What follows belongs to an exercise in optimizing a design on an open flow for small area, a short achievable clock period and few clock cycles per item; a production flow would make more cautious choices.
In this exercise RTL edits were held to simulation tests only and were not proved equivalent to the original.
Power figures rest on the tool's default switching activity, not on a simulated workload.

## rev 12
==> flow/design.v <==
`timescale 1ns / 1ps
module huffmandecode(
clk,
huffrst,
code,
hufftable,
symaddr,
symdata,
huffdata,
hufflength,
hufffinish
    );
input clk,huffrst;
input[15:0] code;
input[8*16-1:0] hufftable;
output [7:0] symaddr;       
input[7:0] symdata;         
output [7:0] huffdata;
output [7:0] hufflength;
output reg hufffinish;
reg [7:0] sa;
assign symaddr  = sa;
assign huffdata = sa;
reg [7:0] g;         
reg [7:0] ca;        
reg [1:0] w;         
reg [4:0] k;         
reg       h;         
reg       one;       
reg       hs;        
reg       fix;       
assign hufflength = {3'b000, k};
wire [7:0] c1   = hufftable[7:0];
wire [7:0] c2   = hufftable[15:8];
wire       b1   = code[15];
wire       b2   = code[14];
wire       hit1 = (c1[7:1] != 7'd0) | (c1[0] & ~b1);
wire       g1   = b1 & ~c1[0];                            
wire       big  = (c1[7:1] != 7'd0) | (c2[7:2] != 6'd0);
wire [1:0] a2   = c1[0] ? {b2, ~b2} : {b1, b2};           
function [5:0] first_entry(input [5:0] x);
    reg [2:0] c, b, gg, s, a;
    reg       h1, h2;
    begin
        c = {1'b0, x[4:3]};           
        b = x[2:0];                   
        h1 = x[5] & ~b[2];            
        gg = {2'b00, b[2] & ~x[5]};    
        gg = {gg[1:0], b[1]};           
        h2 = c > gg;
        gg = gg - c;                    
        s = {2'b00, x[5]} + c;        
        a = s + {gg[1:0], b[0]};       
        if (h1)      first_entry = {3'd0, b[2], 2'd0};
        else if (h2) first_entry = {2'd0, x[5] ? {b[1], ~b[1]} : b[2:1], 2'd0};
        else         first_entry = {1'b0, a, gg[1:0]};
    end
endfunction
function [64*6-1:0] first_table(input dummy);
    integer i;
    begin
        for (i = 0; i < 64; i = i + 1) first_table[6*i +: 6] = first_entry(i[5:0]);
    end
endfunction
localparam [64*6-1:0] FIRST = first_table(1'b0);
wire [5:0] first = FIRST[6*{c1[0], c2[1:0], code[15:13]} +: 6];
wire [3:0] a0   = first[5:2];
wire [1:0] g2   = first[1:0];
wire       short = fix | hs;                        
wire [9:0] gn   = {1'b0, g, w[1]} - {2'b00, ca};    
wire       hit  = gn[9];                            
wire       dead = ~gn[9] & gn[8];                   
wire       nf   = ~short & ~h & ~hit & (dead | k == 5'd15);   
wire [14:0]  selk = 15'd1 << k[3:0];
wire [12:0]  sel  = selk[14:2];
wire [103:0] cpad = hufftable[127:24];
wire [11:0]  bpad = {code[0], code[1], code[2], code[3], code[4], code[5],
                     code[6], code[7], code[8], code[9], code[10], code[11]};
wire [7:0]   grp [0:4];
wire [4:0]   grpb;
genvar gi;
generate
    for (gi = 0; gi < 4; gi = gi + 1) begin : fg
        assign grp[gi] = (cpad[8*(3*gi)   +: 8] & {8{sel[3*gi]}})
                       | (cpad[8*(3*gi+1) +: 8] & {8{sel[3*gi+1]}})
                       | (cpad[8*(3*gi+2) +: 8] & {8{sel[3*gi+2]}});
        assign grpb[gi] = (bpad[3*gi] & sel[3*gi]) | (bpad[3*gi+1] & sel[3*gi+1])
                        | (bpad[3*gi+2] & sel[3*gi+2]);
    end
endgenerate
assign grp[4]  = cpad[8*12 +: 8] & {8{sel[12]}};
assign grpb[4] = 1'b0;
wire [7:0] fetch_c = grp[0] | grp[1] | grp[2] | grp[3] | grp[4];    
wire       fetch_b = |grpb;                                           
always @(posedge clk) begin
    one   <= hit1;
    hs    <= (c1[0] & ~b1) | (c2[1:0] > {g1, b2});
    fix   <= big;
    if (~huffrst) begin
        g  <= {6'd0, g2};
        sa <= {4'd0, a0};
        ca <= hufftable[23:16];
        w  <= code[13:12];
    end else begin
        g  <= gn[7:0];
        sa <= ~hufffinish & h ? symdata : ~hufffinish & nf ? 8'hff
            : ~hufffinish & fix & (k == 5'd2) ? {6'd0, one ? {1'b0, b1} : a2}
            : sa + (gn[7:0] & {8{~hufffinish}}) + {7'd0, w[0] & ~hufffinish};
        ca <= fetch_c;
        w  <= {w[0], fetch_b};
    end
end
always @(posedge clk or negedge huffrst) begin
    if (~huffrst) begin
        hufffinish <= 1'b0;
        h <= 1'b0;
        k <= 5'd2;
    end else begin
        if (h | nf)
            hufffinish <= 1'b1;
        h <= short ? ~fix | (k == 5'd3) : hit;
        if (~hufffinish)
            k <= h ? (short ? {3'd0, ~one, one} : k) : nf ? 5'd0 : k + 5'd1;
    end
end
endmodule
Settings: LEC_CHECK=0, CAP_MARGIN=20, CORE_MARGIN=2, CORE_UTILIZATION=40, SLEW_MARGIN=20, TNS_END_PERCENT=5; clock period 11.0 ns.
standard.sh (not shown) runs the stock make flow with config.mk's settings and CLKGATE_MAP_FILE= SYNTH_SCRIPT=/design/flow/synth_recipe.tcl, a recipe that flattens the netlist after the stock synthesis.
==> flow/flow/run.sh <==
#!/bin/bash
# The standard layout (standard.sh) with three changes: synthesis maps with
# ABC on flow/abc.script (flow/synth.tcl), the ports get plain buf_1 buffers,
# and repair_timing aims below the clock period (setup margin).
set -euo pipefail
W=$(pwd)
export BUFFER_PORTS_ARGS="-buffer_cell sky130_fd_sc_hd__buf_1"
export SETUP_SLACK_MARGIN=7.9
export FLOW_ABC_SCRIPT=$W/flow/abc.script
sed "s#SYNTH_SCRIPT=[^ ]*#SYNTH_SCRIPT=$W/flow/synth.tcl#" standard.sh > synth_step.sh
# synthesis also leaves out the full and half adder cells (the platform list
# plus fa/ha): ABC builds the adders from plain gates, which is smaller here.
bash synth_step.sh "DONT_USE_CELLS=sky130_fd_sc_hd__probe_p_8 sky130_fd_sc_hd__probec_p_8 sky130_fd_sc_hd__lpflow_bleeder_1 sky130_fd_sc_hd__lpflow_clkbufkapwr_1 sky130_fd_sc_hd__lpflow_clkbufkapwr_16 sky130_fd_sc_hd__lpflow_clkbufkapwr_2 sky130_fd_sc_hd__lpflow_clkbufkapwr_4 sky130_fd_sc_hd__lpflow_clkbufkapwr_8 sky130_fd_sc_hd__lpflow_clkinvkapwr_1 sky130_fd_sc_hd__lpflow_clkinvkapwr_16 sky130_fd_sc_hd__lpflow_clkinvkapwr_2 sky130_fd_sc_hd__lpflow_clkinvkapwr_4 sky130_fd_sc_hd__lpflow_clkinvkapwr_8 sky130_fd_sc_hd__lpflow_decapkapwr_12 sky130_fd_sc_hd__lpflow_decapkapwr_3 sky130_fd_sc_hd__lpflow_decapkapwr_4 sky130_fd_sc_hd__lpflow_decapkapwr_6 sky130_fd_sc_hd__lpflow_decapkapwr_8 sky130_fd_sc_hd__lpflow_inputiso0n_1 sky130_fd_sc_hd__lpflow_inputiso0p_1 sky130_fd_sc_hd__lpflow_inputiso1n_1 sky130_fd_sc_hd__lpflow_inputiso1p_1 sky130_fd_sc_hd__lpflow_inputisolatch_1 sky130_fd_sc_hd__lpflow_isobufsrc_1 sky130_fd_sc_hd__lpflow_isobufsrc_16 sky130_fd_sc_hd__lpflow_isobufsrc_2 sky130_fd_sc_hd__lpflow_isobufsrc_4 sky130_fd_sc_hd__lpflow_isobufsrc_8 sky130_fd_sc_hd__lpflow_isobufsrckapwr_16 sky130_fd_sc_hd__lpflow_lsbuf_lh_hl_isowell_tap_1 sky130_fd_sc_hd__lpflow_lsbuf_lh_hl_isowell_tap_2 sky130_fd_sc_hd__lpflow_lsbuf_lh_hl_isowell_tap_4 sky130_fd_sc_hd__lpflow_lsbuf_lh_isowell_4 sky130_fd_sc_hd__lpflow_lsbuf_lh_isowell_tap_1 sky130_fd_sc_hd__lpflow_lsbuf_lh_isowell_tap_2 sky130_fd_sc_hd__lpflow_lsbuf_lh_isowell_tap_4 sky130_fd_sc_hd__fill_1 sky130_fd_sc_hd__fill_2 sky130_fd_sc_hd__fill_4 sky130_fd_sc_hd__fill_8 sky130_fd_sc_hd__fa_1 sky130_fd_sc_hd__fa_2 sky130_fd_sc_hd__fa_4 sky130_fd_sc_hd__ha_1 sky130_fd_sc_hd__ha_2 sky130_fd_sc_hd__ha_4" synth > synth.log 2>&1
bash standard.sh > standard.log 2>&1
Other scripts of this flow, unchanged in this note and not shown: flow/flow/abc.script, flow/flow/synth.tcl
Rev 12 completed end to end with timing, DRC and antenna clean.
Testbench counts of rev 12, summed over its fixed seeds: cycles 9,412, items 2,048.
## Diff of input files: rev 13 against rev 12
--- a/flow/design.v
+++ b/flow/design.v
@@ -104,7 +104,7 @@
     end else begin
         g  <= gn[7:0];
-        sa <= ~hufffinish & h ? symdata : ~hufffinish & nf ? 8'hff
-            : ~hufffinish & fix & (k == 5'd2) ? {6'd0, one ? {1'b0, b1} : a2}
-            : sa + (gn[7:0] & {8{~hufffinish}}) + {7'd0, w[0] & ~hufffinish};
+        if (~hufffinish)
+            sa <= h ? symdata : nf ? 8'hff : fix & (k == 5'd2) ? {6'd0, one ? {1'b0, b1} : a2}
+                                           : sa + gn[7:0] + {7'd0, w[0]};
         ca <= fetch_c;
         w  <= {w[0], fetch_b};
[summary]
- Lower power after layout was reported by rev 12, not rev 13.
- Combinational power share | rev 13 above rev 12
- Rev 13 vs rev 12: non-clock buffer total of the final layout down by a few percent
- Compare rev 12 and rev 13 | synthesis-to-layout area growth higher: rev 12
- When rev 13 is set beside rev 12, its count of buffering cells on the critical path with inverters included turns out to be 2 larger.
- sky130_fd_sc_hd__dfrtp_4 as the slowest stage cell on the critical path was reported by rev 12, and sky130_fd_sc_hd__a31oi_1 by rev 13.
- From rev 12 to rev 13 the numbers moved as follows: ratio of final minimum period to clock period increased 0.31 points; hold slack decreased 0.0069 ns.
- Going from rev 12 to rev 13, design area shrank slightly.
Testbench counts of rev 13, summed over its fixed seeds: cycles 9,412, items 2,048.

## static timing again, ports no longer ideal
No port has a modelled driver above. Below, the same layouts with a new extraction and two added sets of constraints.
Step 1: set_driving_cell puts a clkbuf_16 on clk and a buf_2 on each other input, an assumption about the parent block.
Step 2 times the ports against the registers' clock, not the clock port: input delays grow and output delays shrink by t, the midpoint of the rising clock arrivals with the driver on.
Slacks: ideal ports / drivers / drivers and shift; pairs: ideal ports / drivers.
run | t, ns | setup slack, ns | worst setup path after step 2 | clock arrival spread, ns | worst slew at a driven data input, ns
rev 12 | 0.321 | 7.830 / 7.804 / 7.598 | input to register | 0.010 / 0.010 | 0.06
rev 13 | 0.310 | 7.796 / 7.799 / 7.489 | input to register | 0.004 / 0.004 | 0.06
After both steps every run listed still meets setup and hold. For rev 13, which loses most, drivers alone change the setup slack by +0.003 ns; drivers and shift together by -0.307 ns.
